What follows belongs to an exercise in optimizing a design on an open flow for small area, a short achievable clock period and few clock cycles; a production flow would make more cautious choices. Function was checked by simulation only, so behaviour that the tests miss may differ from the original. Power is estimated from default activity; no workload was simulated.

$ cat flow/design.v
module proc (
   imem_addr, dmem_addr, dmem_wdata, dmem_en, dmem_wr, halt,
   clk, rst, imem_rdata, dmem_rdata
   );
   input clk;
   input rst;
   output [15:0] imem_addr;
   input  [15:0] imem_rdata;
   output [15:0] dmem_addr;
   output [15:0] dmem_wdata;
   output        dmem_en;
   output        dmem_wr;
   input  [15:0] dmem_rdata;
   output        halt;
   function [16:0] pfx16;
      input [15:0] p, g;
      input        cin;
      reg   [15:0] gg, pp;
      integer      l, m, n;
      begin
         gg = g;
         pp = p;
         gg[0] = g[0] | (p[0] & cin);
         for (l = 1; l < 16; l = l * 2)
            for (m = 0; m < 16; m = m + 1)
               if (m & l) begin
                  n = (m & ~(2 * l - 1)) + l - 1;
                  gg[m] = gg[m] | (pp[m] & gg[n]);
                  pp[m] = pp[m] & pp[n];
               end
         pfx16 = {gg[15], p ^ {gg[14:0], cin}};
      end
   endfunction
   wire [15:0] ni  = imem_rdata;
   wire [4:0]  nop = ni[15:11];
   wire [2:0]  nrs = ni[10:8];
   wire [2:0]  nrt = ni[7:5];
   wire n_rfmt  = (nop[4:3] == 2'b11) & (nop[2:1] != 2'b00);    
   wire n_addi  = (nop == 5'b01000);
   wire n_subi  = (nop == 5'b01001);
   wire n_logi  = (nop[4:1] == 4'b0101);                       
   wire n_shi   = (nop[4:2] == 3'b101);                        
   wire n_st    = (nop == 5'b10000);
   wire n_ld    = (nop == 5'b10001);
   wire n_slbi  = (nop == 5'b10010);
   wire n_stu   = (nop == 5'b10011);
   wire n_btr   = (nop == 5'b11001);
   wire n_lbi   = (nop == 5'b11000);
   wire n_arith = (nop == 5'b11011);                           
   wire n_shr   = (nop == 5'b11010);                           
   wire n_cmp   = (nop[4:2] == 3'b111);                        
   wire n_br    = (nop[4:2] == 3'b011);
   wire n_j     = (nop[4:2] == 3'b001) & ~nop[0];              
   wire n_jr    = (nop[4:2] == 3'b001) &  nop[0];              
   wire n_link  = (nop[4:1] == 4'b0011);                       
   wire       n_we = n_addi | n_subi | n_logi | n_shi | n_ld | n_slbi | n_stu |
                     n_btr | n_lbi | n_arith | n_shr | n_cmp | n_link;
   wire [2:0] n_wa = n_link ? 3'd7 :
                     (n_lbi | n_slbi | n_stu) ? nrs :
                     (n_btr | n_arith | n_shr | n_cmp) ? ni[4:2] : nrt;
   reg  [15:0] r0, r1, r2, r3, r4, r5, r6, r7;
   reg  [15:0] an, bn;
   always @* begin
      case (nrs)
        3'd0: an = r0; 3'd1: an = r1; 3'd2: an = r2; 3'd3: an = r3;
        3'd4: an = r4; 3'd5: an = r5; 3'd6: an = r6; default: an = r7;
      endcase
      case (nrt)
        3'd0: bn = r0; 3'd1: bn = r1; 3'd2: bn = r2; 3'd3: bn = r3;
        3'd4: bn = r4; 3'd5: bn = r5; 3'd6: bn = r6; default: bn = r7;
      endcase
   end
   reg  [15:1] f;            
   reg  [7:0]  agl;          
   reg         x_inc, x_dec;     
   reg  [15:1] bt;           
   reg         nx_f, nx_bt, nx_agu;  
   reg  [15:0] a, b;         
   reg         we;
   reg  [2:0]  wa;
   reg         x_en, x_wr, x_halt;
   reg         x_sub, x_andn;
   reg  [1:0]  x_sht, x_cmpt;
   reg         s_agu, s_add, s_log, s_sh, s_btr, s_cmp, s_imm, s_slbi, s_ld, s_link;
   wire [15:8] agh   = x_inc ? a[15:8] + 8'd1 : x_dec ? a[15:8] - 8'd1 : a[15:8];
   wire [15:0] agu   = {agh, agl};
   assign dmem_addr  = agu;
   assign dmem_wdata = b;
   assign dmem_en    = x_en;
   assign dmem_wr    = x_wr;
   assign halt       = x_halt;
   wire [15:1] nxt   = ({15{nx_f}} & f) | ({15{nx_bt}} & bt) | ({15{nx_agu}} & agu[15:1]);
   assign imem_addr  = {nxt, 1'b0};
   wire [15:0] ax   = x_sub ? ~a : a;
   wire [16:0] sum  = pfx16(ax ^ b, ax & b, x_sub);
   wire        eq   = (a == b);
   wire        sle  = (a[15] & ~b[15]) | (~(a[15] ^ b[15]) & sum[16]);
   wire        cmpb = (x_cmpt == 2'd0) ? eq :
                      (x_cmpt == 2'd1) ? (sle & ~eq) :
                      (x_cmpt == 2'd2) ? sle : sum[16];
   wire [15:0] lres = x_andn ? (a & ~b) : (a ^ b);
   wire [3:0]  k    = b[3:0];
   wire [15:0] t1   = k[0] ? {a[14:0], a[15]}      : a;
   wire [15:0] t2   = k[1] ? {t1[13:0], t1[15:14]} : t1;
   wire [15:0] t3   = k[2] ? {t2[11:0], t2[15:12]} : t2;
   wire [15:0] rot  = k[3] ? {t3[7:0], t3[15:8]}   : t3;
   reg  [15:0] mask, btr;
   integer i;
   always @* begin
      for (i = 0; i < 16; i = i + 1) begin
         mask[i] = ~x_sht[0] | (x_sht[1] ? (i < k || k == 4'd0) : (i >= k));
         btr[i]  = a[15 - i];
      end
   end
   wire [15:0] shres = rot & mask;
   wire [15:0] wd = ({16{s_agu}}  & agu) |
                    ({16{s_add}}  & sum[15:0]) |
                    ({16{s_log}}  & lres) |
                    ({16{s_sh}}   & shres) |
                    ({16{s_btr}}  & btr) |
                    ({16{s_cmp}}  & {15'd0, cmpb}) |
                    ({16{s_imm}}  & {s_slbi ? a[7:0] : b[15:8], b[7:0]}) |
                    ({16{s_ld}}   & dmem_rdata) |
                    ({16{s_link}} & {f, 1'b0});
   always @(posedge clk) begin
      if (we) begin
         case (wa)
           3'd0: r0 <= wd; 3'd1: r1 <= wd; 3'd2: r2 <= wd; 3'd3: r3 <= wd;
           3'd4: r4 <= wd; 3'd5: r5 <= wd; 3'd6: r6 <= wd; default: r7 <= wd;
         endcase
      end
   end
   wire [15:0] n_s5 = {{11{ni[4]}}, ni[4:0]};
   wire [15:0] n_z5 = {11'd0, ni[4:0]};
   wire [15:0] n_s8 = {{8{ni[7]}}, ni[7:0]};
   wire [15:0] fa   = (we && wa == nrs) ? wd : an;
   wire [15:0] fb   = (we && wa == nrt) ? wd : bn;
   wire [7:0]  n_imm = n_jr ? ni[7:0] : {{3{ni[4]}}, ni[4:0]};
   wire [8:0]  n_agl = {1'b0, fa[7:0]} + {1'b0, n_imm};
   wire [15:1] n_off = n_j ? {{5{ni[10]}}, ni[10:1]} : {{8{ni[7]}}, ni[7:1]};
   wire [3:0]  n_cnt = n_shi ? ni[3:0] : fb[3:0];
   wire        n_rgt = n_shi ? nop[1] : ni[1];
   wire [3:0]  n_k   = n_rgt ? 4'd0 - n_cnt : n_cnt;
   wire        n_az  = ~|fa;
   wire        n_tk  = n_j | (n_br & ((nop[1:0] == 2'b00) ?  n_az :
                                      (nop[1:0] == 2'b01) ? ~n_az :
                                      (nop[1:0] == 2'b10) ?  fa[15] : ~fa[15]));
   always @(posedge clk) begin
      a <= fa;
      b <= n_subi           ? n_s5 :
           (n_shi | n_shr)  ? {12'd0, n_k} :
           n_logi           ? n_z5 :
           (n_lbi | n_slbi) ? n_s8 : fb;
      agl   <= n_agl[7:0];
      x_inc <= n_agl[8] & ~n_imm[7];
      x_dec <= ~n_agl[8] & n_imm[7];
      bt    <= nxt + n_off + 15'd1;
      f        <= rst ? 15'd0 : nxt + 15'd1;
      we     <= ~rst & n_we;
      wa     <= n_wa;
      nx_f   <= rst | ~(n_jr | n_tk);
      nx_bt  <= ~rst & n_tk;
      nx_agu <= ~rst & n_jr;
      x_en   <= ~rst & (n_st | n_ld | n_stu);
      x_wr   <= ~rst & (n_st | n_stu);
      x_halt <= ~rst & (nop == 5'b00000);
      x_sub  <= n_subi | (n_arith & (ni[1:0] == 2'b01)) | (n_cmp & (nop[1:0] == 2'b01 || nop[1:0] == 2'b10));
      x_andn <= n_rfmt ? ni[0] : nop[0];
      x_sht  <= n_rfmt ? ni[1:0] : nop[1:0];
      x_cmpt <= nop[1:0];
      s_agu  <= n_addi | n_stu;
      s_add  <= n_subi | (n_arith & ~ni[1]);
      s_log  <= n_logi | (n_arith & ni[1]);
      s_sh   <= n_shi | n_shr;
      s_btr  <= n_btr;
      s_cmp  <= n_cmp;
      s_imm  <= n_lbi | n_slbi;
      s_slbi <= n_slbi;
      s_ld   <= n_ld;
      s_link <= n_link;
   end
endmodule
$ cat flow/run.sh
#!/bin/bash
# synth_recipe.tcl (not shown) runs the flow's synth.tcl, then flattens the netlist and writes it again
# the make line also repeats each setting of config.mk as NAME=value (left out here)
make -C /OpenROAD-flow-scripts/flow DESIGN_CONFIG=/design/flow/config.mk WORK_HOME=/design/flow/orfs CLKGATE_MAP_FILE= SYNTH_SCRIPT=/design/flow/synth_recipe.tcl finish
$ cat flow/constraint.sdc
create_clock -name core_clock -period 9.0 [get_ports {clk}]
set_input_delay 1.8000 -clock core_clock [delete_from_list [all_inputs] [get_ports {clk}]]
set_output_delay 1.8000 -clock core_clock [all_outputs]
set_load 0.01 [all_outputs]
$ cat flow/config.mk
export PLATFORM = sky130hd
export DESIGN_NAME = proc
export DESIGN_NICKNAME = proc
export VERILOG_FILES = /design/flow/design.v
export SDC_FILE = /design/flow/constraint.sdc
export NUM_CORES = 4
export LEC_CHECK = 0
export ABC_AREA = 1
export CAP_MARGIN = 20
export CORE_MARGIN = 2
export CORE_UTILIZATION = 40
export SETUP_SLACK_MARGIN = 5.0
export SLEW_MARGIN = 20
==> flow_metrics.env, run 1 <==
export IMPL_nets=2142
export IMPL_rows=69
export IMPL_grt_max_degree=43
export IMPL_synth_top_area_frac=0.266
export IMPL_slew_violations=0
export IMPL_syn_avg_cell_area_um2=7.51
export IMPL_hold_path_cell_count=2
export IMPL_seq_area_frac_synth=0.401
export IMPL_dpl_cell_area_um2=15600
export IMPL_wl_mm=55.6
export IMPL_cts_clk_slew_worst_paths_ps=60
export IMPL_rsz0062_at_grt="yes"
export IMPL_finalHoldViolations=0
export IMPL_ys_types=57
export IMPL_fin_skew_ps=29.5
export IMPL_holdWs_ps=645
export IMPL_tns_ps=0
export IMPL_min_to="a[13]"
export IMPL_n_antenna_cell=0
export IMPL_grt_pass1_wl_mm=82.2
export IMPL_cts_buffers=25
export IMPL_grt_pass1_vias=13300
export IMPL_reg2regPathDepth=23
export IMPL_finalCritPeriodShare=0.440
export IMPL_cts_buffer_depth=3
export IMPL_antenna_found_initial=0
export IMPL_die_w_um=194
export IMPL_fin_area_um2=17500
export IMPL_drcViolationCount=0
export IMPL_async_flop_share=0
export IMPL_p_per_area_nw_per_um2=203
export IMPL_dr_pass1_iters=7
export IMPL_synth_edf_count=128
export IMPL_irDropWorstVdd_mv=0.143
export IMPL_min_period_ps=3960
export IMPL_start_util=0.406
export IMPL_vias=14300
export IMPL_yosysMostFrequentCell="nand2_1"
export IMPL_ys_warn_count=1
export IMPL_die_area_um2=37600
export IMPL_synth_area_um2=14400
export IMPL_vias_per_cell=5.66
export IMPL_die_height_um=194
export IMPL_rrSetupSlack_ps=5130
export IMPL_clock_latency_ps=550
export IMPL_core_um2=35600
export IMPL_grt_overflow_total=0
export IMPL_fmax_ghz=0.252
export IMPL_setup_violations=0
export IMPL_synthToLayoutAreaGrowth_pct=21.5
export IMPL_cts_tree="built"
export IMPL_seqCellArea_um2=5840
export IMPL_worstHoldStart="r7[13]"
export IMPL_clockRootBuffer="clkbuf_16"
export IMPL_worst_slew_pin_slew_ps=890
export IMPL_r2r_end="x_inc"
export IMPL_r2r_start="b[0]"
export IMPL_multi_input_area_um2=7740
export IMPL_hpwl_mm=41.0
export IMPL_fillers=3549
export IMPL_drive_gt1_frac=0.148
export IMPL_critical_path_max_fanout=5
export IMPL_max_slew_margin=0.391
export IMPL_hp_class="flop to flop"
export IMPL_crit_path_end_kind="output pin"
export IMPL_htree_levels=1
export IMPL_utilization=0.493
export IMPL_grt_use_total=0.284
export IMPL_crit_type="flop to output pin"
export IMPL_cap_violations=0
export IMPL_yosys_top_cells_count="458 x nand2_1, 261 x inv_1, 185 x nand3_1, 129 x nor2_1, 128 x edfxtp_1"
export IMPL_outcome="complete, no violations"
export IMPL_drtAntennaViolNets=0
export IMPL_start_kind="flop"
export IMPL_place_congestion=0.989
export IMPL_synth_main_ff_cell="edfxtp_1"
export IMPL_worstPathRequired_ps=7200
export IMPL_routedWlPerCell_um=22.0
export IMPL_ys_top_cells_by_area="edfxtp_1 27%, dfxtp_1 13%, nand2_1 12%"
export IMPL_initialDrtViolationCount=1458
export IMPL_cts_sinks=225
export IMPL_syn_inst=1922
export IMPL_syn_nets=2022
export IMPL_crit_arrival_ps=2160
export IMPL_ioPinCount=85
export IMPL_yosysTopAreaCell="edfxtp_1"
export IMPL_p_total_mw=3.55
export IMPL_synth_seq_cells=225
export IMPL_numPortBuffers=83
export IMPL_power_leakage_nw=7.75
## per-layer routing
| metal | vias to the layer above | GRT usage | wire length [µm] |
|---|---|---|---|
| li1 | 6728 | - | - |
| met1 | 6755 | 0.380 | 23400 |
| met2 | 668 | 0.480 | 26400 |
| met3 | 114 | 0.0346 | 3930 |
| met4 | 0 | 0.0943 | 1880 |
| met5 | - | 0 | 0 |
## sequential cells by signal (all words and copies together) (netlist names), 2 cells and up
name / cells
r1: 16
b: 16
agl: 8
wa: 3
r3: 16
a: 16
x_cmpt: 2
r6: 16
r2: 16
f: 15
r4: 16
r7: 16
x_sht: 2
bt: 15
r5: 16
r0: 16
## cell families after synthesis
family | count (synthesis) | share of synthesized area
simple gates | 866 | 0.260
fa+ha+maj | 66 | 0.0604
compound gates | 381 | 0.157
buf+inv | 344 | 0.0980
other cells | 1 | 0.000260
xor+xnor | 39 | 0.0237
flops | 225 | 0.401
## worst max path at each step
| stage | from | to | slack [ps] |
|---|---|---|---|
| after global routing | imem_rdata[9] | agl[7] | 4900 |
| after CTS | a[8] | imem_addr[10] | 4980 |
| after floorplan | imem_rdata[8] | x_dec | 4990 |
| final | a[8] | imem_addr[10] | 5040 |
| after detailed placement | imem_rdata[10] | x_dec | 3380 |
| after global placement | imem_rdata[10] | x_inc | 3350 |
## through the flow
step | setup slack, ps | std cells
after CTS | 4980 | 2479
after detailed placement | 3380 | 2415
after global routing | 4900 | 2522
final | 5040 | 2522
after global placement | 3350 | 2415
after floorplan | 4990 | 1922
## layout by cell type, fill, tap and decap left out, types with 11 or more instances in the layout
cell type        count
nor3_1              13
xor2_1              34
a21oi_1            112
nand3_1            175
clkbuf_16           26
edfxtp_1           128
nor2_2              12
ha_1                54
buf_4               77
o211ai_1            16
inv_2               19
nand2_2             34
nand2_4             11
nand3b_1            11
o21ai_0            106
inv_1              243
dfxtp_1             76
nor2_1             120
o22ai_1             45
dfxtp_2             11
nand2_1            430
clkdlybuf4s50_1     58
nand4_1             18
## power by group
group | switching [mW] | leakage [nW] | total [mW] | internal (mW)
combinational | 0.703 | 5.33 | 1.12 | 0.413
clock | 0.433 | 0.432 | 1.11 | 0.676
sequential | 0.117 | 1.99 | 1.33 | 1.21
total | 1.25 | 7.75 | 3.55 | 2.30
## timing repair
action,4_1_cts,5_1_grt
pin swaps,7,36
setup endpoints to repair,48,34
buffers inserted,18,42
gates resized for setup,146,107
gates cloned,0,1
hold buffers,0,0
## cell type report
cell class,instances,share of cell area
Multi-Input combinational cell,1353,0.441
Sequential cell,225,0.333
Timing Repair Buffer,160,0.0791
Inverter,277,0.0628
Clock buffer,31,0.0381
Tap cell,461,0.0329
Clock inverter,15,0.0129
## worst max-delay path: stages (launching register included)
cell      delay (ps)
dfxtp_4          410
inv_4             60
ha_4             150
nand2_2           70
o21ai_2           60
xor2_1           150
buf_4            150
nand2_1           50
inv_1             50
a221oi_2         200
inv_1            140
buf_2            160
Testbench counts, summed over its fixed seeds: cycles 87,473.
==> run 2, diff against run 1 <==
--- a/flow/config.mk
+++ b/flow/config.mk
@@ -9,5 +9,8 @@
 export CAP_MARGIN = 20
 export CORE_MARGIN = 2
 export CORE_UTILIZATION = 40
-export SETUP_SLACK_MARGIN = 5.0
+export CTS_BUF_LIST = sky130_fd_sc_hd__clkbuf_16
+export CTS_CLUSTER_DIAMETER = 120
+export CTS_CLUSTER_SIZE = 24
+export SETUP_SLACK_MARGIN = 4.8
 export SLEW_MARGIN = 20
==> flow_metrics.env, run 2 <==
export IMPL_outcome="complete, no violations"
export IMPL_pre_cts_ws_ps=3380
export IMPL_nets=2092
export IMPL_start_util=0.406
export IMPL_cts_clk_slew_worst_paths_ps=90
export IMPL_crit_path_end_kind="flop"
export IMPL_hp_class="flop to flop"
export IMPL_ys_warn_count=1
export IMPL_grt_use_total=0.284
export IMPL_worst_slew_pin_slew_ps=790
export IMPL_synth_seq_cells=225
export IMPL_wl_mm=55.1
export IMPL_clockRootBuffer="clkbuf_16"
export IMPL_grt_pass1_wl_mm=82.1
export IMPL_vias=14000
export IMPL_cpLargestDelayFamily="simple AND/OR/NAND/NOR gates"
export IMPL_start_kind="primary input"
export IMPL_antenna_found_initial=2
export IMPL_syn_inst=1922
export IMPL_clock_latency_ps=500
export IMPL_max_stage_delay_ps=400
export IMPL_worstPathRequired_ps=9350
export IMPL_ioPinCount=85
export IMPL_syn_avg_cell_area_um2=7.51
export IMPL_finalCritPeriodShare=0.459
export IMPL_final_common_cell="nand2_1"
export IMPL_final_cells=2457
export IMPL_cap_violations=0
export IMPL_reg2regPathDepth=23
export IMPL_setup_violations=0
export IMPL_yosys_top_cells_count="458 x nand2_1, 261 x inv_1, 185 x nand3_1, 129 x nor2_1, 128 x edfxtp_1"
export IMPL_p_per_area_nw_per_um2=182
export IMPL_die_height_um=194
export IMPL_synth_top_area_frac=0.266
export IMPL_crit_type="primary input to flop"
export IMPL_cts_buffer_depth=3
export IMPL_cts_tree="built"
export IMPL_layout_common_cells="442 x nand2_1, 252 x inv_1, 176 x nand3_1"
export IMPL_cp_depth=15
export IMPL_cp_cell_sequence="clkdlybuf4s50_1 > nand2_1 > nand3_1 > a211oi_1 > nand2_1 > nor2_2 > nand2_1 > nand2_1 > nand3_1 > nor2_1 > nand3_2 > a21oi_2 > nand2_1 > nand3_1 > nand2_1"
export IMPL_synth_area_um2=14400
export IMPL_grt_max_degree=43
export IMPL_htree_levels=1
export IMPL_min_period_ps=4130
export IMPL_tns_ps=0
export IMPL_hold_path_cell_count=3
export IMPL_slew_violations=0
export IMPL_yosysMostFrequentCell="nand2_1"
export IMPL_grt_overflow_total=0
export IMPL_initialDrtViolationCount=1584
export IMPL_cts_buffers=13
export IMPL_vias_per_cell=5.70
export IMPL_drive_gt1_frac=0.0963
export IMPL_die_w_um=194
export IMPL_critical_path_max_fanout=9
export IMPL_die_area_um2=37600
export IMPL_finalHoldViolations=0
export IMPL_place_congestion=1.01
export IMPL_synth_edf_count=128
export IMPL_hpwl_mm=41.5
export IMPL_fmax_ghz=0.242
export IMPL_core_um2=35600
export IMPL_syn_nets=2022
export IMPL_utilization=0.465
export IMPL_grt_pass1_vias=13500
export IMPL_rsz0062_at_grt="yes"
export IMPL_seq_area_frac_synth=0.401
export IMPL_ys_top_cells_by_area="edfxtp_1 27%, dfxtp_1 13%, nand2_1 12%"
export IMPL_critPathBufInv=1
export IMPL_cts_hold_buffers_added=0
export IMPL_cpMostUsedCell="nand2_1"
export IMPL_dr_pass1_iters=8
export IMPL_fillers=3630
export IMPL_numPortBuffers=83
export IMPL_synth_main_ff_cell="edfxtp_1"
export IMPL_routedWlPerCell_um=22.4
export IMPL_cts_sinks=225
export IMPL_drcViolationCount=0
export IMPL_drtAntennaViolNets=0
export IMPL_power_leakage_nw=7.35
export IMPL_ys_types=57
export IMPL_yosysTopAreaCell="edfxtp_1"
export IMPL_async_flop_share=0
export IMPL_crit_arrival_ps=4490
export IMPL_fin_ws_ps=4870
export IMPL_rows=69
export IMPL_synthToLayoutAreaGrowth_pct=14.7
export IMPL_place_inst=2415
export IMPL_irDropWorstVdd_mv=0.149
export IMPL_max_slew_margin=0.472
export IMPL_slowest_stage="clkdlybuf4s50_1"
export IMPL_fin_skew_ps=40.3
## run 2: cell count changes in the layout (fill, tap and decap cells not counted), moves of 9 or more
cell       change
buf_4         -37
clkbuf_16     -13
dfxtp_1       +10
inv_1          +9
nand2_1       +12
nand2_2        -9
## run 2: cell type report
cell class                      count  area [µm²]  area share
Tap cell                          461         577      0.0349
Inverter                          277        1090      0.0656
Clock buffer                       13         325      0.0197
Antenna cell                        2        5.00    0.000303
Clock inverter                      4        31.3     0.00189
Timing Repair Buffer              122        1120      0.0680
Sequential cell                   225        5810       0.351
Multi-Input combinational cell   1353        7580       0.458
## run 2: kinds of logic after synthesis
kind of cell / after synthesis / synth area share
other cells: 1 / 0.000260
buf+inv: 344 / 0.0980
xor+xnor: 39 / 0.0237
compound gates: 381 / 0.157
fa+ha+maj: 66 / 0.0604
flops: 225 / 0.401
simple gates: 866 / 0.260
## run 2: tightest hold or removal path: cells and delay by family (launching register included)
family / cells / cell delay [ps]
flops: 1 / 320
simple gates: 3 / 310
## run 2: path summary, 6_finish.rpt
path,startpoint,slack [ps],to
max,dmem_rdata[13],4870,nx_f
min,bt[1],680,f[1]
max reg2reg,b[0],4890,x_inc
min reg2reg,bt[1],680,f[1]
## run 2: report_power, final
group,internal [mW],switching [mW]
Sequential,1.21,0.115
Combinational,0.392,0.689
Clock,0.268,0.336
## run 2: timing repair
item                                    4_1_cts  5_1_grt
gates cloned                                  0        0
endpoints found under the setup margin       45       24
buffers inserted                             12       11
pin swaps                                     4       16
gates resized for setup                     104       71
## run 2: per-stage QoR
step | total power [mW] | cell area (µm²) | hold slack (ps)
2_1_floorplan | 1.94 | 14400 | 515
3_3_place_gp | 2.32 | 15600 | 629
3_5_place_dp | 2.34 | 15600 | 634
4_1_cts | 2.97 | 16200 | 694
5_1_grt | 3.17 | 16500 | 735
6_report | 3.01 | 16500 | 680
## run 2: metal layers
metal	global-route usage	vias up	part of all wire
met5	0	-	0
met4	0.118	0	0.045
met3	0.0437	127	0.073
met2	0.481	644	0.47
met1	0.362	6627	0.41
li1	-	6609	-
==> run 3, diff against run 2 <==
==> flow/flow/run.sh (new file) <==
#!/bin/bash
# Standard layout, unchanged; logs kept in the work folder.
bash standard.sh > standard.log 2>&1
==> flow/standard.sh (new file) <==
#!/bin/bash
# synth_recipe.tcl (not shown) runs the flow's synth.tcl, then flattens the netlist and writes it again
# the make line also repeats each setting of config.mk as NAME=value (left out here)
make -C /OpenROAD-flow-scripts/flow DESIGN_CONFIG=/design/flow/config.mk WORK_HOME=/design/flow/orfs CLKGATE_MAP_FILE= SYNTH_SCRIPT=/design/flow/synth_recipe.tcl "${@:-finish}"
--- a/flow/config.mk
+++ b/flow/config.mk
@@ -10,7 +10,7 @@
 export CORE_MARGIN = 2
 export CORE_UTILIZATION = 40
 export CTS_BUF_LIST = sky130_fd_sc_hd__clkbuf_16
-export CTS_CLUSTER_DIAMETER = 120
-export CTS_CLUSTER_SIZE = 24
-export SETUP_SLACK_MARGIN = 4.8
+export CTS_CLUSTER_DIAMETER = 100
+export CTS_CLUSTER_SIZE = 20
+export SETUP_SLACK_MARGIN = 5.0
 export SLEW_MARGIN = 20
removed: flow/run.sh
==> flow_metrics.env, run 3 <==
export IMPL_final_common_cell="nand2_1"
export IMPL_die_height_um=194
export IMPL_start_util=0.406
export IMPL_clockRootBuffer="clkbuf_16"
export IMPL_tns_ps=0
export IMPL_grt_pass1_vias=13100
export IMPL_rsz0062_at_grt="yes"
export IMPL_cts_clk_slew_worst_paths_ps=100
export IMPL_routedWlPerCell_um=22.3
export IMPL_p_per_area_nw_per_um2=184
export IMPL_outcome="complete, no violations"
export IMPL_power_leakage_nw=7.50
export IMPL_n_antenna_cell=0
export IMPL_irDropWorstVdd_mv=0.194
export IMPL_slowest_stage="clkdlybuf4s50_1"
export IMPL_crit_type="flop to output pin"
export IMPL_min_period_ps=3970
export IMPL_grt_use_total=0.284
export IMPL_vias_per_cell=5.64
export IMPL_cts_sinks=225
export IMPL_initialDrtViolationCount=1451
export IMPL_final_cells=2484
export IMPL_clock_latency_ps=520
export IMPL_wl_mm=55.4
export IMPL_numPortBuffers=83
export IMPL_place_inst=2415
export IMPL_fin_skew_ps=36.8
export IMPL_synth_top_area_frac=0.266
export IMPL_finalCritPeriodShare=0.441
export IMPL_syn_inst=1922
export IMPL_yosysMostFrequentCell="nand2_1"
export IMPL_cts_buffers=15
export IMPL_holdWs_ps=629
export IMPL_synth_seq_cells=225
export IMPL_async_flop_share=0
export IMPL_synth_main_ff_cell="edfxtp_1"
export IMPL_hp_class="flop to flop"
export IMPL_vias=14000
export IMPL_synth_edf_count=128
export IMPL_cap_violations=0
export IMPL_finalHoldViolations=0
export IMPL_nets=2114
export IMPL_layout_common_cells="432 x nand2_1, 249 x inv_1, 175 x nand3_1"
export IMPL_synthToLayoutAreaGrowth_pct=17.5
export IMPL_grt_max_degree=43
export IMPL_yosysTopAreaCell="edfxtp_1"
export IMPL_seq_area_frac_synth=0.401
export IMPL_syn_avg_cell_area_um2=7.51
export IMPL_yosys_top_cells_count="458 x nand2_1, 261 x inv_1, 185 x nand3_1, 129 x nor2_1, 128 x edfxtp_1"
export IMPL_worst_slew_pin_slew_ps=968
export IMPL_die_w_um=194
export IMPL_critical_path_max_fanout=12
export IMPL_cpLargestDelayFamily="buffers and inverters"
export IMPL_antenna_found_initial=0
export IMPL_setup_violations=0
export IMPL_critPathBufInv=2
export IMPL_max_stage_delay_ps=600
export IMPL_core_um2=35600
export IMPL_place_congestion=0.989
export IMPL_worstPathRequired_ps=7200
export IMPL_drive_gt1_frac=0.130
export IMPL_crit_arrival_ps=2170
export IMPL_ys_types=57
export IMPL_dr_pass1_iters=8
export IMPL_die_area_um2=37600
export IMPL_cts_buffer_depth=3
export IMPL_ioPinCount=85
export IMPL_drcViolationCount=0
export IMPL_slew_violations=0
export IMPL_ys_top_cells_by_area="edfxtp_1 27%, dfxtp_1 13%, nand2_1 12%"
export IMPL_ys_warn_count=1
export IMPL_syn_nets=2022
export IMPL_grt_pass1_wl_mm=81.9
export IMPL_start_kind="flop"
export IMPL_fillers=3577
export IMPL_synth_area_um2=14400
export IMPL_rows=69
export IMPL_crit_path_end_kind="output pin"
export IMPL_cts_tree="built"
export IMPL_cp_cell_sequence="inv_1 > o211ai_4 > clkdlybuf4s50_1"
export IMPL_max_slew_margin=0.338
export IMPL_htree_levels=1
export IMPL_grt_overflow_total=0
export IMPL_fmax_ghz=0.252
export IMPL_hpwl_mm=41.0
export IMPL_drtAntennaViolNets=0
==> run 3: layout make-up <==
type | count | area (µm²) | share of cell area
timing repair buffer | 142 | 1290 | 0.0764
tap | 461 | 577 | 0.0340
multi-input combinational | 1353 | 7720 | 0.456
clock inverter | 11 | 53.8 | 0.00317
inverter | 277 | 1100 | 0.0647
clock buffer | 15 | 375 | 0.0221
sequential | 225 | 5830 | 0.344
==> run 3: per-stage QoR <==
stage	total power [mW]	util	area, µm²	setup WS (ps)
after floorplan	1.95	-	14500	4990
after global placement	2.33	0.439	15600	3350
after detailed placement	2.34	0.439	15600	3380
after CTS	3.05	0.464	16500	5010
after global routing	3.27	0.477	17000	4830
final	3.11	0.477	17000	5030
==> run 3: worst min-delay path: stages, from the launching register on <==
cell      delay (ps)
edfxtp_1         400
o211ai_1         150
nand2_1           90
==> run 3: metal layers <==
| layer | up-vias | global-route usage | wire [µm] |
|---|---|---|---|
| met4 | 0 | 0.0923 | 2040 |
| met5 | - | 0 | 0 |
| li1 | 6653 | - | - |
| met2 | 633 | 0.483 | 26300 |
| met3 | 131 | 0.0299 | 3760 |
| met1 | 6592 | 0.379 | 23300 |
==> run 3: cells by family after synthesis <==
kind of cell | after synthesis | share of synthesized area
AO/OA/AOI/OAI | 381 | 0.157
other | 1 | 0.000260
flip-flops | 225 | 0.401
AND/OR/NAND/NOR | 866 | 0.260
XOR/XNOR | 39 | 0.0237
adder cells (fa/ha/maj) | 66 | 0.0604
buffers and inverters | 344 | 0.0980
==> run 3: power by group <==
part,internal (mW),switching [mW]
logic,0.410,0.703
registers,1.21,0.116
clock network,0.309,0.367
total,1.93,1.19
==> run 3: what timing repair did <==
action,4_1_cts,5_1_grt
endpoints found under the setup margin,48,34
hold buffers,0,0
cloned,0,1
buffers inserted,20,22
resized for setup,148,96
pin swaps,9,34
==> run 3: final timing paths <==
path | start | endpoint | slack, ps | depth (start not counted)
min reg2reg | r7[13] | a[13] | 630 | 2
max reg2reg | b[0] | nx_f | 5100 | 23
min | r7[13] | a[13] | 630 | 2
max | nx_f | imem_addr[3] | 5030 | 3
==> run 4, diff against run 3 <==
==> flow/flow/run.sh (replaced) <==
#!/bin/bash
bash standard.sh SETUP_SLACK_MARGIN=5.5 finish > standard.log 2>&1
==> flow_metrics.env, run 4 <==
export IMPL_start_util=0.406
export IMPL_cpMostUsedCell="inv_1"
export IMPL_cts_buffers=15
export IMPL_grt_overflow_total=0
export IMPL_grt_pass1_wl_mm=85.8
export IMPL_rsz0062_at_grt="yes"
export IMPL_p_total_mw=3.27
export IMPL_antenna_found_initial=0
export IMPL_start_kind="flop"
export IMPL_ys_warn_count=1
export IMPL_hold_path_cell_count=3
export IMPL_synth_area_um2=14400
export IMPL_core_um2=35600
export IMPL_seqPwrFrac=0.405
export IMPL_min_period_ps=3840
export IMPL_critPathBufInv=4
export IMPL_dr_pass1_iters=7
export IMPL_layout_common_cells="410 x nand2_1, 232 x inv_1, 166 x nand3_1"
export IMPL_grt_max_degree=43
export IMPL_synth_main_ff_cell="edfxtp_1"
export IMPL_cts_tree="built"
export IMPL_synthAdderAreaFrac=0.0604
export IMPL_seq_area_frac_synth=0.401
export IMPL_synthToLayoutAreaGrowth_pct=28.1
export IMPL_synth_xor_area_frac=0.0237
export IMPL_die_area_um2=37600
export IMPL_place_congestion=0.980
export IMPL_worst_slew_pin_slew_ps=1020
export IMPL_wl_mm=58.2
export IMPL_crit_type="flop to output pin"
export IMPL_combPwrFrac=0.390
export IMPL_vias_per_cell=5.69
export IMPL_final_common_cell="nand2_1"
export IMPL_drive_gt1_frac=0.222
export IMPL_cp_depth=10
export IMPL_cts_clk_slew_worst_paths_ps=90
export IMPL_n_antenna_cell=0
export IMPL_power_internal_mw=2.04
export IMPL_yosys_top_cells_count="458 x nand2_1, 261 x inv_1, 185 x nand3_1, 129 x nor2_1, 128 x edfxtp_1"
export IMPL_synthMuxAreaShare=0
export IMPL_wl_met2_mm=27.6
export IMPL_drtAntennaViolNets=0
export IMPL_max_stage_delay_ps=430
export IMPL_min_to="f[1]"
export IMPL_wl_met3_mm=4.22
export IMPL_synth_compound_area_share=0.157
export IMPL_worstHoldStart="bt[1]"
export IMPL_setup_violations=0
export IMPL_rows=69
export IMPL_finalCritPeriodShare=0.426
export IMPL_ioPinCount=85
export IMPL_p_per_area_nw_per_um2=177
export IMPL_hp_class="flop to flop"
export IMPL_synth_top_area_frac=0.266
export IMPL_grt_use_total=0.297
export IMPL_clock_power_share=0.205
export IMPL_critical_path_max_fanout=5
export IMPL_r2r_end="agl[7]"
export IMPL_nets=2213
export IMPL_initialDrtViolationCount=1510
export IMPL_crit_path_end_kind="output pin"
export IMPL_routedWlPerCell_um=22.5
export IMPL_r2r_start="b[0]"
export IMPL_yosysMostFrequentCell="nand2_1"
export IMPL_clock_latency_ps=510
export IMPL_dr_max_layer_used="met4"
export IMPL_wirelength_met1_mm=23.3
export IMPL_syn_inst=1922
export IMPL_ys_types=57
export IMPL_irDropWorstVdd_mv=0.151
export IMPL_ys_top_cells_by_area="edfxtp_1 27%, dfxtp_1 13%, nand2_1 12%"
export IMPL_cpLargestDelayFamily="flip-flops"
export IMPL_async_flop_share=0
export IMPL_setup_worst_path_start="a[8]"
export IMPL_switching_power_mw=1.24
export IMPL_switching_share=0.378
export IMPL_numPortBuffers=83
export IMPL_outcome="complete, no violations"
export IMPL_hpwl_mm=41.0
export IMPL_tns_ps=0
export IMPL_slowest_stage="dfxtp_4"
export IMPL_yosysTopAreaCell="edfxtp_1"
export IMPL_synth_edf_count=128
export IMPL_power_leakage_nw=8.20
export IMPL_syn_nets=2022
export IMPL_finalHoldViolations=0
export IMPL_cts_sinks=225
export IMPL_synth_seq_cells=225
export IMPL_grt_pass1_vias=14000
export IMPL_drcViolationCount=0
export IMPL_slew_violations=0
export IMPL_fillers=3432
export IMPL_fin_skew_ps=32.2
export IMPL_die_height_um=194
export IMPL_clockRootBuffer="clkbuf_16"
export IMPL_yosys_area_share_simple=0.260
export IMPL_cts_buffer_depth=3
export IMPL_die_w_um=194
export IMPL_vias=14700
export IMPL_crit_arrival_ps=2040
export IMPL_synth_top_family_by_area="simple AND/OR/NAND/NOR gates"
export IMPL_max_slew_margin=0.300
export IMPL_syn_avg_cell_area_um2=7.51
export IMPL_fmax_ghz=0.261
export IMPL_cp_cell_sequence="inv_4 > ha_4 > nand2_4 > o21ai_4 > xor2_2 > nand2_1 > inv_1 > a221oi_2 > inv_1 > buf_2"
export IMPL_cap_violations=0
export IMPL_reg2regPathDepth=24
export IMPL_rrSetupSlack_ps=5290
export IMPL_worstPathRequired_ps=7200
export IMPL_htree_levels=1
## run 4: cell types whose count changed in the layout (fill, tap and decap cells not counted), moves of 8 or more
cell             before  now
nand2_4               9   22
inv_1               249  232
nor2_4                6   16
nor2_1              121  113
nand3_1             175  166
buf_4                55  135
nand2_1             432  410
ha_1                 55   47
buf_6                 3   26
clkdlybuf4s50_1      57   40
inv_2                20   29
o21ai_0             106   98
dfxtp_1              77   67
## run 4: metrics by stage
stage | utilization | instance area [µm²] | hold slack [ps] | worst slack [ps] | cells
after floorplan | - | 14700 | 515 | 5040 | 1922
after global placement | 0.443 | 15700 | 625 | 3470 | 2414
after detailed placement | 0.443 | 15700 | 627 | 3390 | 2414
after CTS | 0.501 | 17800 | 604 | 5160 | 2543
after global routing | 0.520 | 18500 | 660 | 5080 | 2581
final | 0.520 | 18500 | 590 | 5160 | 2581
## run 4: metal layers
layer,global-route usage,vias to the layer above
li1,-,6874
met1,0.374,6979
met2,0.508,664
met3,0.0411,170
met4,0.136,0
met5,0,-
## run 4: worst max path at each step
stage,to
after global routing,x_inc
after detailed placement,x_inc
final,imem_addr[10]
after floorplan,x_dec
after CTS,imem_addr[10]
after global placement,x_inc
## run 4: cell type report
type,instances,area [µm²],share of cell area
Clock buffer,15,375,0.0203
Clock inverter,9,51.3,0.00278
Inverter,277,1150,0.0625
Multi-Input combinational cell,1354,8250,0.447
Sequential cell,225,5850,0.317
Tap cell,461,577,0.0312
Timing Repair Buffer,239,2200,0.119
Timing Repair inverter,1,8.76,0.000474
## run 4: kinds of logic (layout without fill, tap and decap cells)
group / after synthesis / count (layout)
simple gates: 866 / 866
compound gates: 381 / 382
buf+inv: 344 / 541
flops: 225 / 225
fa+ha+maj: 66 / 66
xor+xnor: 39 / 39
other cells: 1 / 1
## run 4: what timing repair did
action                                  CTS  global route
setup buffers                           102            37
endpoints found under the setup margin  124            49
gates resized for setup                 380           101
hold buffers                              0             0
gates cloned                              3             1
pin swaps                                89            66
## run 4: power by group through the flow
stage,Sequential (mW),Combinational [mW],Clock (mW)
2_1_floorplan,1.29,0.672,0
3_3_place_gp,1.35,0.992,0
3_5_place_dp,1.35,1.00,0
4_1_cts,1.32,1.18,0.677
5_1_grt,1.33,1.39,0.709
6_report,1.33,1.28,0.671
## run 4: worst min-delay path: cells and delay by family (launching register included)
family / cells / cell delay [ps]
flops: 1 / 320
simple gates: 3 / 240
==> run 5, diff against run 4 <==
==> flow/run.sh (new file) <==
#!/bin/bash
# synth_recipe.tcl (not shown) runs the flow's synth.tcl, then flattens the netlist and writes it again
# the make line also repeats each setting of config.mk as NAME=value (left out here)
make -C /OpenROAD-flow-scripts/flow DESIGN_CONFIG=/design/flow/config.mk WORK_HOME=/design/flow/orfs CLKGATE_MAP_FILE= SYNTH_SCRIPT=/design/flow/synth_recipe.tcl finish
--- a/flow/config.mk
+++ b/flow/config.mk
@@ -12,5 +12,5 @@
 export CTS_BUF_LIST = sky130_fd_sc_hd__clkbuf_16
 export CTS_CLUSTER_DIAMETER = 100
 export CTS_CLUSTER_SIZE = 20
-export SETUP_SLACK_MARGIN = 5.0
+export SETUP_SLACK_MARGIN = 4.5
 export SLEW_MARGIN = 20
removed: flow/flow/run.sh
removed: flow/standard.sh
==> flow_metrics.env, run 5 <==
export IMPL_initialDrtViolationCount=1607
export IMPL_max_slew_margin=0.432
export IMPL_cts_buffers=15
export IMPL_place_congestion=1.01
export IMPL_routedWlPerCell_um=22.0
export IMPL_crit_type="flop to output pin"
export IMPL_p_per_area_nw_per_um2=186
export IMPL_worstPathRequired_ps=7200
export IMPL_wl_mm=53.9
export IMPL_core_um2=35600
export IMPL_grt_pass1_wl_mm=81.2
export IMPL_crit_path_end_kind="output pin"
export IMPL_die_height_um=194
export IMPL_dpl_cell_area_um2=15600
export IMPL_worst_slew_pin_slew_ps=830
export IMPL_vias=13900
export IMPL_power_leakage_nw=7.30
export IMPL_p_total_mw=3.05
export IMPL_yosysTopAreaCell="edfxtp_1"
export IMPL_async_flop_share=0
export IMPL_syn_inst=1922
export IMPL_synth_main_ff_cell="edfxtp_1"
export IMPL_die_area_um2=37600
export IMPL_numPortBuffers=83
export IMPL_cts_clk_slew_worst_paths_ps=80
export IMPL_fin_area_um2=16400
export IMPL_drive_gt1_frac=0.0743
export IMPL_ys_top_cells_by_area="edfxtp_1 27%, dfxtp_1 13%, nand2_1 12%"
export IMPL_slew_violations=0
export IMPL_ys_types=57
export IMPL_ys_warn_count=1
export IMPL_synth_top_area_frac=0.266
export IMPL_seq_area_frac_synth=0.401
export IMPL_wirelength_met1_mm=23.0
export IMPL_yosysMostFrequentCell="nand2_1"
export IMPL_start_kind="flop"
export IMPL_htree_levels=1
export IMPL_fmax_ghz=0.226
export IMPL_reg2regPathDepth=23
export IMPL_drcViolationCount=0
export IMPL_fin_skew_ps=43.8
export IMPL_tns_ps=0
export IMPL_hp_class="flop to flop"
export IMPL_finalHoldViolations=0
export IMPL_cts_tree="built"
export IMPL_rows=69
export IMPL_start_util=0.406
export IMPL_synth_edf_count=128
export IMPL_syn_avg_cell_area_um2=7.51
export IMPL_dr_max_layer_used="met4"
export IMPL_rsz0062_at_grt="yes"
export IMPL_grt_pass1_vias=13200
export IMPL_synth_seq_cells=225
export IMPL_grt_use_total=0.280
export IMPL_finalCritPeriodShare=0.491
export IMPL_synth_area_um2=14400
export IMPL_fillers=3627
export IMPL_clockRootBuffer="clkbuf_16"
export IMPL_nets=2086
export IMPL_setup_violations=0
export IMPL_crit_arrival_ps=2620
export IMPL_final_common_cell="nand2_1"
export IMPL_syn_nets=2022
export IMPL_yosys_top_cells_count="458 x nand2_1, 261 x inv_1, 185 x nand3_1, 129 x nor2_1, 128 x edfxtp_1"
export IMPL_irDropWorstVdd_mv=0.166
export IMPL_outcome="complete, no violations"
export IMPL_wl_met3_mm=3.93
export IMPL_vias_per_cell=5.68
export IMPL_hpwl_mm=41.0
export IMPL_hold_path_cell_count=4
export IMPL_critical_path_max_fanout=8
export IMPL_ioPinCount=85
export IMPL_layout_common_cells="450 x nand2_1, 261 x inv_1, 178 x nand3_1"
export IMPL_cap_violations=0
export IMPL_min_period_ps=4420
export IMPL_drtAntennaViolNets=0
export IMPL_die_w_um=194
export IMPL_dr_pass1_iters=8
export IMPL_synthToLayoutAreaGrowth_pct=13.4
export IMPL_antenna_found_initial=0
export IMPL_grt_overflow_total=0
export IMPL_wl_met2_mm=25.0
export IMPL_n_antenna_cell=0
export IMPL_grt_max_degree=43
export IMPL_cts_sinks=225
export IMPL_cts_buffer_depth=3
export IMPL_clock_latency_ps=520
-- run 5: worst paths after layout --
check / to / slack [ps] / from
setup / recovery: imem_addr[15] / 4580 / a[13]
hold / removal: a[11] / 660 / r7[11]
setup reg to reg: nx_f / 4740 / b[0]
hold reg to reg: a[11] / 660 / r7[11]
-- run 5: final cells by class --
| type | count | area, µm² | area share |
|---|---|---|---|
| clock buffers | 15 | 375 | 0.0229 |
| clock inverters | 8 | 68.8 | 0.00421 |
| inverters | 277 | 1080 | 0.0658 |
| multi-input cells | 1353 | 7400 | 0.453 |
| flip-flops and latches | 225 | 5800 | 0.355 |
| well taps | 461 | 577 | 0.0353 |
| repair buffers | 114 | 1050 | 0.0645 |
-- run 5: where the power goes --
| group | total, mW | switching, mW | leakage, nW | internal (mW) |
|---|---|---|---|---|
| Combinational | 1.03 | 0.666 | 5.08 | 0.369 |
| Sequential | 1.32 | 0.115 | 1.99 | 1.21 |
| Clock | 0.693 | 0.357 | 0.233 | 0.336 |
| Total | 3.05 | 1.14 | 7.30 | 1.91 |
-- run 5: cells by family (layout without fill, tap and decap cells) --
kind of cell	count (synthesis)	in the layout	share of synthesized area
and+or+nand+nor	866	866	0.260
AOI/OAI and AO/OA	381	381	0.157
buffers and inverters	344	414	0.0980
DFF	225	225	0.401
adders and majority gates	66	66	0.0604
xor gates and xnor gates	39	39	0.0237
other	1	1	0.000260
-- run 5: through the flow --
step,hold WS (ps),util,std cells,setup slack (ps)
after floorplan,515,-,1922,4760
after global placement,628,0.439,2417,3360
after detailed placement,622,0.439,2417,3250
after CTS,660,0.454,2444,4480
after global routing,707,0.460,2453,4480
final,657,0.460,2453,4580
-- run 5: critical path: stages (launching register included) --
cell	delay [ps]
dfxtp_1	710
inv_1	200
nand3_1	110
nand2_1	80
nand3_1	80
nand2_1	100
inv_1	90
nand2_1	70
nand2_1	150
clkdlybuf4s50_1	560
-- run 5: layer usage --
layer,up-vias,GRT usage
met3,128,0.0360
met2,695,0.469
li1,6592,-
met4,0,0.0951
met1,6511,0.374
met5,-,0
-- run 5: what timing repair did --
item	in CTS	in global routing
pin swaps	2	3
hold buffers	0	0
buffers inserted	4	9
endpoints found under the setup margin	28	19
resized for setup	45	58
cloned	0	0
==> run 6, diff against run 5 <==
--- a/flow/config.mk
+++ b/flow/config.mk
@@ -8,9 +8,9 @@
 export ABC_AREA = 1
 export CAP_MARGIN = 20
 export CORE_MARGIN = 2
-export CORE_UTILIZATION = 40
+export CORE_UTILIZATION = 50
 export CTS_BUF_LIST = sky130_fd_sc_hd__clkbuf_16
 export CTS_CLUSTER_DIAMETER = 100
 export CTS_CLUSTER_SIZE = 20
-export SETUP_SLACK_MARGIN = 4.5
+export SETUP_SLACK_MARGIN = 5.0
 export SLEW_MARGIN = 20
==> flow_metrics.env, run 6 <==
export IMPL_cpMostUsedCell="inv_2"
export IMPL_start_kind="flop"
export IMPL_cts_buffers=15
export IMPL_die_area_um2=30200
export IMPL_drive_gt1_frac=0.137
export IMPL_cap_violations=0
export IMPL_synth_area_um2=14400
export IMPL_numPortBuffers=83
export IMPL_finalCritPeriodShare=0.442
export IMPL_syn_inst=1922
export IMPL_r2r_end="bt[15]"
export IMPL_utilization=0.597
export IMPL_ys_top_cells_by_area="edfxtp_1 27%, dfxtp_1 13%, nand2_1 12%"
export IMPL_reg2regPathDepth=28
export IMPL_cts_clk_slew_worst_paths_ps=90
export IMPL_ioPinCount=85
export IMPL_min_period_ps=3980
export IMPL_wl_mm=53.2
export IMPL_cp_endpoint="imem_addr[10]"
export IMPL_drcViolationCount=0
export IMPL_crit_type="flop to output pin"
export IMPL_p_per_area_nw_per_um2=181
export IMPL_yosysTopAreaCell="edfxtp_1"
export IMPL_slew_violations=0
export IMPL_grt_use_total=0.340
export IMPL_syn_nets=2022
export IMPL_grt_max_degree=43
export IMPL_vias_per_cell=5.89
export IMPL_synth_main_ff_cell="edfxtp_1"
export IMPL_initialDrtViolationCount=1584
export IMPL_yosysMostFrequentCell="nand2_1"
export IMPL_nets=2145
export IMPL_outcome="complete, no violations"
export IMPL_antenna_found_initial=0
export IMPL_crit_path_end_kind="output pin"
export IMPL_irDropWorstVdd_mv=0.197
export IMPL_grt_pass1_wl_mm=79.1
export IMPL_critical_path_max_fanout=5
export IMPL_ys_warn_count=1
export IMPL_cts_buffer_depth=3
export IMPL_fin_skew_ps=19.3
export IMPL_layout_common_cells="434 x nand2_1, 249 x inv_1, 175 x nand3_1"
export IMPL_die_height_um=174
export IMPL_max_stage_delay_ps=410
export IMPL_routedWlPerCell_um=21.8
export IMPL_crit_arrival_ps=2180
export IMPL_synth_edf_count=128
export IMPL_place_congestion=0.985
export IMPL_start_util=0.505
export IMPL_max_slew_margin=0.448
export IMPL_hp_class="flop to flop"
export IMPL_hpwl_mm=39.4
export IMPL_clock_latency_ps=490
export IMPL_setup_worst_path_start="a[8]"
export IMPL_slowest_stage="dfxtp_4"
export IMPL_drtAntennaViolNets=0
export IMPL_cp_cell_sequence="inv_2 > ha_1 > nand2_2 > o21ai_2 > xor2_2 > buf_12 > nand2_1 > inv_2 > a221oi_4 > inv_2 > buf_6"
export IMPL_fmax_ghz=0.251
export IMPL_syn_avg_cell_area_um2=7.51
export IMPL_cts_hold_buffers_added=0
export IMPL_dr_pass1_iters=6
export IMPL_power_leakage_nw=7.67
export IMPL_worstPathRequired_ps=7200
export IMPL_seq_area_frac_synth=0.401
export IMPL_synth_seq_cells=225
export IMPL_finalHoldViolations=0
export IMPL_rsz0062_at_grt="yes"
export IMPL_grt_overflow_total=0
export IMPL_core_um2=28500
export IMPL_async_flop_share=0
export IMPL_cts_tree="built"
export IMPL_grt_pass1_vias=13200
export IMPL_final_common_cell="nand2_1"
export IMPL_n_antenna_cell=0
export IMPL_vias=14300
export IMPL_synth_top_area_frac=0.266
export IMPL_synthToLayoutAreaGrowth_pct=18.1
export IMPL_ys_types=57
export IMPL_htree_levels=1
export IMPL_holdWs_ps=625
export IMPL_fillers=2679
export IMPL_worst_slew_pin_slew_ps=821
export IMPL_rows=62
export IMPL_clockRootBuffer="clkbuf_16"
export IMPL_die_w_um=174
export IMPL_cts_sinks=225
export IMPL_tns_ps=0
export IMPL_setup_violations=0
export IMPL_yosys_top_cells_count="458 x nand2_1, 261 x inv_1, 185 x nand3_1, 129 x nor2_1, 128 x edfxtp_1"
export IMPL_r2r_start="a[8]"
export IMPL_rrSetupSlack_ps=5040
## run 6: cell counts after synthesis
No cell type changed its count.
## run 6: logic make-up after synthesis
group / Yosys count / synth area share
DFF: 225 / 0.401
adders and majority gates: 66 / 0.0604
other: 1 / 0.000260
buffers and inverters: 344 / 0.0980
AOI/OAI and AO/OA: 381 / 0.157
xor gates and xnor gates: 39 / 0.0237
and+or+nand+nor: 866 / 0.260
## run 6: repair_timing
action / in CTS / in global routing
gates cloned: 0 / 2
endpoints found under the setup margin: 46 / 36
buffers inserted: 29 / 44
endpoints found under the hold margin: 0 / 0
resized for setup: 149 / 84
pin swaps: 7 / 38
## run 6: worst min-delay path by stage
stage | from | to | slack, ps | cells after the start
after floorplan | r7[13] | a[13] | 520 | 2
after global placement | r7[13] | a[13] | 600 | 2
after detailed placement | r7[13] | a[13] | 610 | 2
after CTS | r7[13] | a[13] | 630 | 2
after global routing | r7[13] | a[13] | 670 | 2
final | r7[13] | a[13] | 630 | 2
## run 6: final cells by class
cell class / instances / area [µm²] / share of cell area
sequential: 225 / 5830 / 0.342
multi-input combinational: 1353 / 7690 / 0.451
timing repair inverter: 1 / 5.00 / 0.000294
clock buffer: 15 / 375 / 0.0220
clock inverter: 8 / 40.0 / 0.00235
timing repair buffer: 172 / 1530 / 0.0900
inverter: 277 / 1090 / 0.0637
tap: 384 / 480 / 0.0282
## run 6: power breakdown
part	leakage, nW	switching, mW	internal [mW]
Clock	0.226	0.349	0.306
Sequential	1.99	0.109	1.21
Combinational	5.45	0.696	0.421
## run 6: metal layers
| metal | global-route usage | wire [µm] | part of all wire |
|---|---|---|---|
| met5 | 0 | 0 | 0 |
| met4 | 0.154 | 2890 | 0.054 |
| met3 | 0.0524 | 4560 | 0.086 |
| met2 | 0.571 | 24700 | 0.46 |
| met1 | 0.434 | 21000 | 0.40 |
## run 6: critical path: cells and delay by family, from the launching register on
| family | cells | cell delay (ps) |
|---|---|---|
| buffers and inverters | 5 | 460 |
| adder cells (fa/ha/maj) | 1 | 210 |
| flip-flops | 1 | 410 |
| AND/OR/NAND/NOR | 2 | 160 |
| AO/OA/AOI/OAI | 2 | 270 |
| XOR/XNOR | 1 | 160 |
## run 6: stage by stage
stage | instance area (µm²) | total power [mW] | setup slack (ps) | instances
floorplan | 14500 | 1.95 | 4990 | 1922
global placement | 15500 | 2.30 | 3550 | 2337
detailed placement | 15500 | 2.31 | 3500 | 2337
CTS | 16500 | 3.01 | 4990 | 2389
global route | 17000 | 3.26 | 4870 | 2435
finish | 17000 | 3.09 | 5020 | 2435
==> run 7, diff against run 6 <==
--- a/flow/config.mk
+++ b/flow/config.mk
@@ -8,9 +8,10 @@
 export ABC_AREA = 1
 export CAP_MARGIN = 20
 export CORE_MARGIN = 2
-export CORE_UTILIZATION = 50
+export CORE_UTILIZATION = 40
 export CTS_BUF_LIST = sky130_fd_sc_hd__clkbuf_16
 export CTS_CLUSTER_DIAMETER = 100
 export CTS_CLUSTER_SIZE = 20
+export GPL_TIMING_DRIVEN = 0
 export SETUP_SLACK_MARGIN = 5.0
 export SLEW_MARGIN = 20
==> flow_metrics.env, run 7 <==
export IMPL_outcome="complete, no violations"
export IMPL_syn_inst=1922
export IMPL_cts_buffers=15
export IMPL_yosys_area_share_simple=0.260
export IMPL_synth_edf_count=128
export IMPL_slew_violations=0
export IMPL_synth_xor_area_frac=0.0237
export IMPL_routedWlPerCell_um=22.5
export IMPL_synth_seq_cells=225
export IMPL_htree_levels=1
export IMPL_r2r_start="x_sub"
export IMPL_slowest_stage="dfxtp_4"
export IMPL_cts_tree="built"
export IMPL_n_antenna_cell=0
export IMPL_synth_compound_area_share=0.157
export IMPL_cpLargestDelayFamily="buffers and inverters"
export IMPL_min_period_ps=3990
export IMPL_ys_top_cells_by_area="edfxtp_1 27%, dfxtp_1 13%, nand2_1 12%"
export IMPL_final_cells=2555
export IMPL_hp_class="flop to flop"
export IMPL_cap_violations=0
export IMPL_nets=2187
export IMPL_antenna_found_initial=1
export IMPL_synthAdderAreaFrac=0.0604
export IMPL_fmax_ghz=0.251
export IMPL_setup_worst_path_start="a[9]"
export IMPL_vias=14400
export IMPL_drtAntennaViolNets=0
export IMPL_ioPinCount=85
export IMPL_finalCritPeriodShare=0.443
export IMPL_critPathBufInv=5
export IMPL_fillers=3569
export IMPL_ys_warn_count=1
export IMPL_grt_pass1_vias=13600
export IMPL_synthToLayoutAreaGrowth_pct=21.9
export IMPL_worstHoldStart="r7[13]"
export IMPL_grt_overflow_total=0
export IMPL_drcViolationCount=0
export IMPL_grt_pass1_wl_mm=83.8
export IMPL_die_height_um=194
export IMPL_critical_path_max_fanout=2
export IMPL_synth_top_family_by_area="simple AND/OR/NAND/NOR gates"
export IMPL_seq_area_frac_synth=0.401
export IMPL_crit_arrival_ps=2190
export IMPL_vias_per_cell=5.64
export IMPL_grt_use_total=0.293
export IMPL_irDropWorstVdd_mv=0.175
export IMPL_cts_clk_slew_worst_paths_ps=100
export IMPL_die_w_um=194
export IMPL_crit_type="flop to output pin"
export IMPL_syn_avg_cell_area_um2=7.51
export IMPL_clockRootBuffer="clkbuf_16"
export IMPL_tns_ps=0
export IMPL_fin_skew_ps=47.7
export IMPL_synthMuxAreaShare=0
export IMPL_max_slew_margin=0.425
export IMPL_synth_top_area_frac=0.266
export IMPL_core_um2=35600
export IMPL_die_area_um2=37600
export IMPL_cts_sinks=225
export IMPL_initialDrtViolationCount=1417
export IMPL_ys_types=57
export IMPL_rows=69
export IMPL_yosysTopAreaCell="edfxtp_1"
export IMPL_drive_gt1_frac=0.163
export IMPL_max_stage_delay_ps=370
export IMPL_dr_pass1_iters=6
export IMPL_start_kind="flop"
export IMPL_cts_buffer_depth=3
export IMPL_yosysMostFrequentCell="nand2_1"
export IMPL_place_inst=2468
export IMPL_cp_cell_sequence="buf_4 > ha_2 > nand2_2 > o21ai_4 > xor2_2 > buf_4 > nand2_2 > inv_2 > a221oi_2 > inv_1 > buf_2"
export IMPL_worst_slew_pin_slew_ps=841
export IMPL_final_common_cell="nand2_1"
export IMPL_p_per_area_nw_per_um2=181
export IMPL_finalHoldViolations=0
export IMPL_crit_path_end_kind="output pin"
export IMPL_setup_violations=0
export IMPL_yosys_top_cells_count="458 x nand2_1, 261 x inv_1, 185 x nand3_1, 129 x nor2_1, 128 x edfxtp_1"
export IMPL_synth_main_ff_cell="edfxtp_1"
export IMPL_grt_max_degree=22
export IMPL_start_util=0.406
export IMPL_layout_common_cells="425 x nand2_1, 244 x inv_1, 174 x nand3_1"
export IMPL_wl_mm=57.5
export IMPL_cts_hold_buffers_added=0
export IMPL_synth_area_um2=14400
export IMPL_holdWs_ps=619
export IMPL_clock_latency_ps=520
export IMPL_syn_nets=2022
export IMPL_hpwl_mm=42.8
export IMPL_worstPathRequired_ps=7200
export IMPL_async_flop_share=0
export IMPL_place_congestion=0.952
export IMPL_rsz0062_at_grt="yes"
export IMPL_power_leakage_nw=7.84
export IMPL_numPortBuffers=80
==> run 7: changes by cell type in the layout (fill, tap and decap cells not counted), sizes merged <==
cell / delta
clkinv: +4
dlygate4sd2: +3
clkdlybuf4s15: -2
buf: +22
clkdlybuf4s50: +2
clkbuf: +21
inv: -1
dlymetal6s2s: -3
clkinvlp: -3
==> run 7: worst paths after layout <==
| check | endpoint | slack (ps) | cells after the start |
|---|---|---|---|
| max | imem_addr[10] | 5010 | 11 |
| max reg2reg | agl[7] | 5050 | 21 |
| min reg2reg | a[13] | 620 | 2 |
| min | a[13] | 620 | 2 |
==> run 7: cell families (layout without fill, tap and decap cells) <==
family          Yosys count  count (layout)
simple gates            866             866
compound gates          381             381
buf+inv                 344             516
flops                   225             225
fa+ha+maj                66              66
xor+xnor                 39              39
other cells               1               1
==> run 7: timing repair <==
item,4_1_cts,5_1_grt
cloned,0,1
endpoints found under the setup margin,50,32
pin swaps,18,58
setup buffers,31,31
resized for setup,169,113
==> run 7: stage by stage <==
step                      utilization  instance area [µm²]  power (mW)  setup slack, ps
after detailed placement        0.448                15900        2.37             3810
after floorplan                     -                14500        1.95             4990
after CTS                       0.479                17000        3.09             4920
after global placement          0.446                15900        2.35             3810
final                           0.494                17600        3.18             5010
after global routing            0.494                17600        3.34             4890
==> run 7: cell type report <==
type,instances,area (µm²),share of cell area
plain buffers,67,529,0.0301
multi-input cells,1353,7840,0.446
inverters,277,1100,0.0625
clock inverters,9,52.6,0.00299
repair buffers,148,1320,0.0748
clock buffers,15,375,0.0213
well taps,461,577,0.0328
flip-flops and latches,225,5800,0.330
==> run 7: worst register-to-register path, cell delays in order, from the launching register on <==
cell	delay, ps
dfxtp_2	320
buf_6	110
clkbuf_16	160
xor2_4	190
fa_2	410
nand2_2	100
nand2_4	50
and2_4	140
fa_1	440
a22o_1	270
nor4_4	290
nand2_2	150
nand2_2	120
nand2_4	90
ha_4	290
buf_4	140
a21oi_4	130
inv_1	60
a21oi_1	120
nor2_1	60
nor2_1	120
xor2_1	140
==> run 7: routing by layer <==
layer / vias up / global-route usage / part of all wire
met2: 653 / 0.486 / 0.46
met3: 150 / 0.0290 / 0.066
met5: - / 0 / 0.00023
met4: 2 / 0.120 / 0.046
li1: 6810 / - / -
met1: 6786 / 0.392 / 0.42
==> run 7: where the power goes <==
group	internal [mW]	switching (mW)	leakage (nW)
Combinational	0.452	0.746	5.63
Sequential	1.21	0.103	1.99
Clock	0.309	0.365	0.232
==> run 8, diff against run 7 <==
--- a/flow/config.mk
+++ b/flow/config.mk
@@ -12,6 +12,6 @@
 export CTS_BUF_LIST = sky130_fd_sc_hd__clkbuf_16
 export CTS_CLUSTER_DIAMETER = 100
 export CTS_CLUSTER_SIZE = 20
-export GPL_TIMING_DRIVEN = 0
+export PLACE_DENSITY = 0.5
 export SETUP_SLACK_MARGIN = 5.0
 export SLEW_MARGIN = 20
==> flow_metrics.env, run 8 <==
export IMPL_cts_buffers=15
export IMPL_worstPathRequired_ps=7200
export IMPL_ys_top_cells_by_area="edfxtp_1 27%, dfxtp_1 13%, nand2_1 12%"
export IMPL_syn_inst=1922
export IMPL_crit_arrival_ps=2150
export IMPL_fmax_ghz=0.253
export IMPL_seqCellArea_um2=5820
export IMPL_cts_clk_slew_worst_paths_ps=90
export IMPL_fillers=3553
export IMPL_hpwl_mm=43.2
export IMPL_grt_overflow_total=0
export IMPL_yosysMostFrequentCell="nand2_1"
export IMPL_layout_common_cells="432 x nand2_1, 244 x inv_1, 177 x nand3_1"
export IMPL_seq_area_frac_synth=0.401
export IMPL_power_leakage_nw=7.72
export IMPL_power_internal_mw=1.96
export IMPL_vias_per_cell=5.59
export IMPL_start_util=0.406
export IMPL_cts_sinks=225
export IMPL_cts_hold_buffers_added=0
export IMPL_antenna_found_initial=0
export IMPL_drtAntennaViolNets=0
export IMPL_synth_compound_area_share=0.157
export IMPL_rows=69
export IMPL_crit_type="flop to output pin"
export IMPL_dr_pass1_iters=7
export IMPL_rsz0062_at_grt="yes"
export IMPL_synthMuxAreaShare=0
export IMPL_place_congestion=0.935
export IMPL_outcome="complete, no violations"
export IMPL_synth_main_ff_cell="edfxtp_1"
export IMPL_fin_ws_ps=5050
export IMPL_drive_gt1_frac=0.149
export IMPL_switching_share=0.376
export IMPL_numPortBuffers=83
export IMPL_die_height_um=194
export IMPL_ys_types=57
export IMPL_crit_path_end_kind="output pin"
export IMPL_finalCritPeriodShare=0.439
export IMPL_synth_top_area_frac=0.266
export IMPL_hp_class="flop to flop"
export IMPL_combPwrFrac=0.362
export IMPL_vias=14100
export IMPL_grt_pass1_vias=13300
export IMPL_synthAdderAreaFrac=0.0604
export IMPL_setup_violations=0
export IMPL_die_area_um2=37600
export IMPL_cts_buffer_depth=3
export IMPL_clock_latency_ps=500
export IMPL_multi_input_area_um2=7790
export IMPL_ys_warn_count=1
export IMPL_synth_xor_area_frac=0.0237
export IMPL_syn_nets=2022
export IMPL_synth_area_um2=14400
export IMPL_irDropWorstVdd_mv=0.179
export IMPL_synth_top_family_by_area="simple AND/OR/NAND/NOR gates"
export IMPL_critical_path_max_fanout=12
export IMPL_grt_use_total=0.296
export IMPL_syn_avg_cell_area_um2=7.51
export IMPL_nets=2151
export IMPL_wl_mm=57.7
export IMPL_clock_power_share=0.217
export IMPL_n_antenna_cell=0
export IMPL_cts_tree="built"
export IMPL_yosys_top_cells_count="458 x nand2_1, 261 x inv_1, 185 x nand3_1, 129 x nor2_1, 128 x edfxtp_1"
export IMPL_htree_levels=1
export IMPL_start_kind="flop"
export IMPL_die_w_um=194
export IMPL_p_per_area_nw_per_um2=182
export IMPL_cap_violations=0
export IMPL_synth_seq_cells=225
export IMPL_clockRootBuffer="clkbuf_16"
export IMPL_tns_ps=0
export IMPL_async_flop_share=0
export IMPL_yosysTopAreaCell="edfxtp_1"
export IMPL_pre_cts_ws_ps=3380
export IMPL_switching_power_mw=1.18
export IMPL_grt_pass1_wl_mm=84.2
export IMPL_synthToLayoutAreaGrowth_pct=20.0
export IMPL_seqPwrFrac=0.421
export IMPL_finalHoldViolations=0
export IMPL_final_common_cell="nand2_1"
export IMPL_drcViolationCount=0
export IMPL_worst_slew_pin_slew_ps=809
export IMPL_min_period_ps=3950
export IMPL_fin_skew_ps=14.4
export IMPL_routedWlPerCell_um=22.9
export IMPL_max_slew_margin=0.460
export IMPL_ioPinCount=85
export IMPL_yosys_area_share_simple=0.260
export IMPL_slew_violations=0
export IMPL_core_um2=35600
export IMPL_initialDrtViolationCount=1254
export IMPL_grt_max_degree=43
export IMPL_synth_edf_count=128
run 8: cell counts after synthesis:
No cell type changed its count.
run 8: final cells by class:
class	instances	share of cell area
Clock inverter	8	0.00210
Timing Repair inverter	1	0.000434
Sequential cell	225	0.336
Timing Repair Buffer	178	0.0904
Multi-Input combinational cell	1353	0.450
Clock buffer	16	0.0231
Tap cell	461	0.0333
Inverter	277	0.0645
run 8: logic make-up after synthesis:
| family | count (synthesis) |
|---|---|
| adders and majority gates | 66 |
| other | 1 |
| AOI/OAI and AO/OA | 381 |
| and+or+nand+nor | 866 |
| DFF | 225 |
| buffers and inverters | 344 |
| xor gates and xnor gates | 39 |
run 8: timing repair:
| action | CTS | global route |
|---|---|---|
| setup endpoints to repair | 59 | 31 |
| resized for setup | 153 | 126 |
| pin swaps | 7 | 32 |
| hold endpoints to repair | 0 | 0 |
| setup buffers | 36 | 40 |
| cloned | 1 | 1 |
run 8: power groups by stage:
stage,combinational (mW),clock [mW],sequential (mW)
final,1.14,0.683,1.32
after global routing,1.26,0.732,1.33
after CTS,1.05,0.696,1.32
after detailed placement,0.998,0,1.34
after global placement,0.993,0,1.34
after floorplan,0.660,0,1.29
run 8: through the flow:
step / hold slack, ps / std cells / utilization / cell area, µm² / power [mW]
2_1_floorplan: 515 / 1922 / - / 14500 / 1.95
3_3_place_gp: 638 / 2417 / 0.440 / 15600 / 2.34
3_5_place_dp: 639 / 2417 / 0.440 / 15600 / 2.34
4_1_cts: 656 / 2478 / 0.468 / 16600 / 3.06
5_1_grt: 692 / 2519 / 0.487 / 17300 / 3.32
6_report: 650 / 2519 / 0.487 / 17300 / 3.14
run 8: critical path: stages (launching register included):
cell and delay (ps):
dfxtp_4 480, inv_1 220, o211ai_2 360, clkdlybuf4s50_1 600
run 8: path summary, 6_finish.rpt:
kind / startpoint / to / slack (ps) / depth (start not counted)
worst min register to register: bt[1] / f[1] / 650 / 3
worst max-delay path: nx_f / imem_addr[3] / 5050 / 3
worst max register to register: a[9] / bt[15] / 5060 / 29
worst min-delay path: bt[1] / f[1] / 650 / 3
run 8: per-layer routing:
layer  global-route usage  up-vias  part of all wire
met1                0.377     6645              0.41
met4                0.125        0             0.046
met2                0.504      569              0.48
met3               0.0393      115             0.063
li1                     -     6746                 -
met5                    0        -                 0

-- what the ideal ports hide --
The results above use ideal ports. As a check the final layouts listed here were re-extracted and re-timed, cells and wires unchanged.
Step 1 (the two cells are an assumption about what drives the block):
set clk [get_ports {clk}]
set_driving_cell -lib_cell sky130_fd_sc_hd__clkbuf_16 $clk
set_driving_cell -lib_cell sky130_fd_sc_hd__buf_2 [delete_from_list [all_inputs] $clk]
Step 2, shift: input delay + t, output delay - t, t = (earliest + latest rising clock arrival at the registers) / 2. This alone moves slack from input paths to output paths.
Slacks: no drivers / after step 1 / after step 2; pairs: no drivers / after step 1.
run | t (ns) | slack for setup (ns) | worst hold slack (ns) | worst setup path after step 2 | clock arrival spread, ns
run 1 | 0.590 | 5.037 / 4.982 / 4.568 | 0.645 / 0.645 / 0.645 | input to register | 0.030 / 0.030
run 2 | 0.536 | 4.866 / 4.817 / 4.359 | 0.680 / 0.680 / 0.680 | input to register | 0.041 / 0.041
run 3 | 0.554 | 5.035 / 4.982 / 4.533 | 0.629 / 0.629 / 0.629 | input to register | 0.037 / 0.037
run 4 | 0.544 | 5.164 / 5.114 / 4.640 | 0.590 / 0.590 / 0.590 | input to register | 0.033 / 0.034
run 5 | 0.554 | 4.577 / 4.519 / 4.123 | 0.657 / 0.657 / 0.657 | input to register | 0.044 / 0.044
run 6 | 0.534 | 5.019 / 4.967 / 4.546 | 0.625 / 0.625 / 0.625 | input to register | 0.020 / 0.019
run 7 | 0.546 | 5.011 / 4.958 / 4.487 | 0.619 / 0.619 / 0.619 | input to register | 0.048 / 0.047
run 8 | 0.547 | 5.048 / 4.995 / 4.574 | 0.650 / 0.650 / 0.650 | input to register | 0.017 / 0.016
After both steps setup and hold are still met in every run listed.
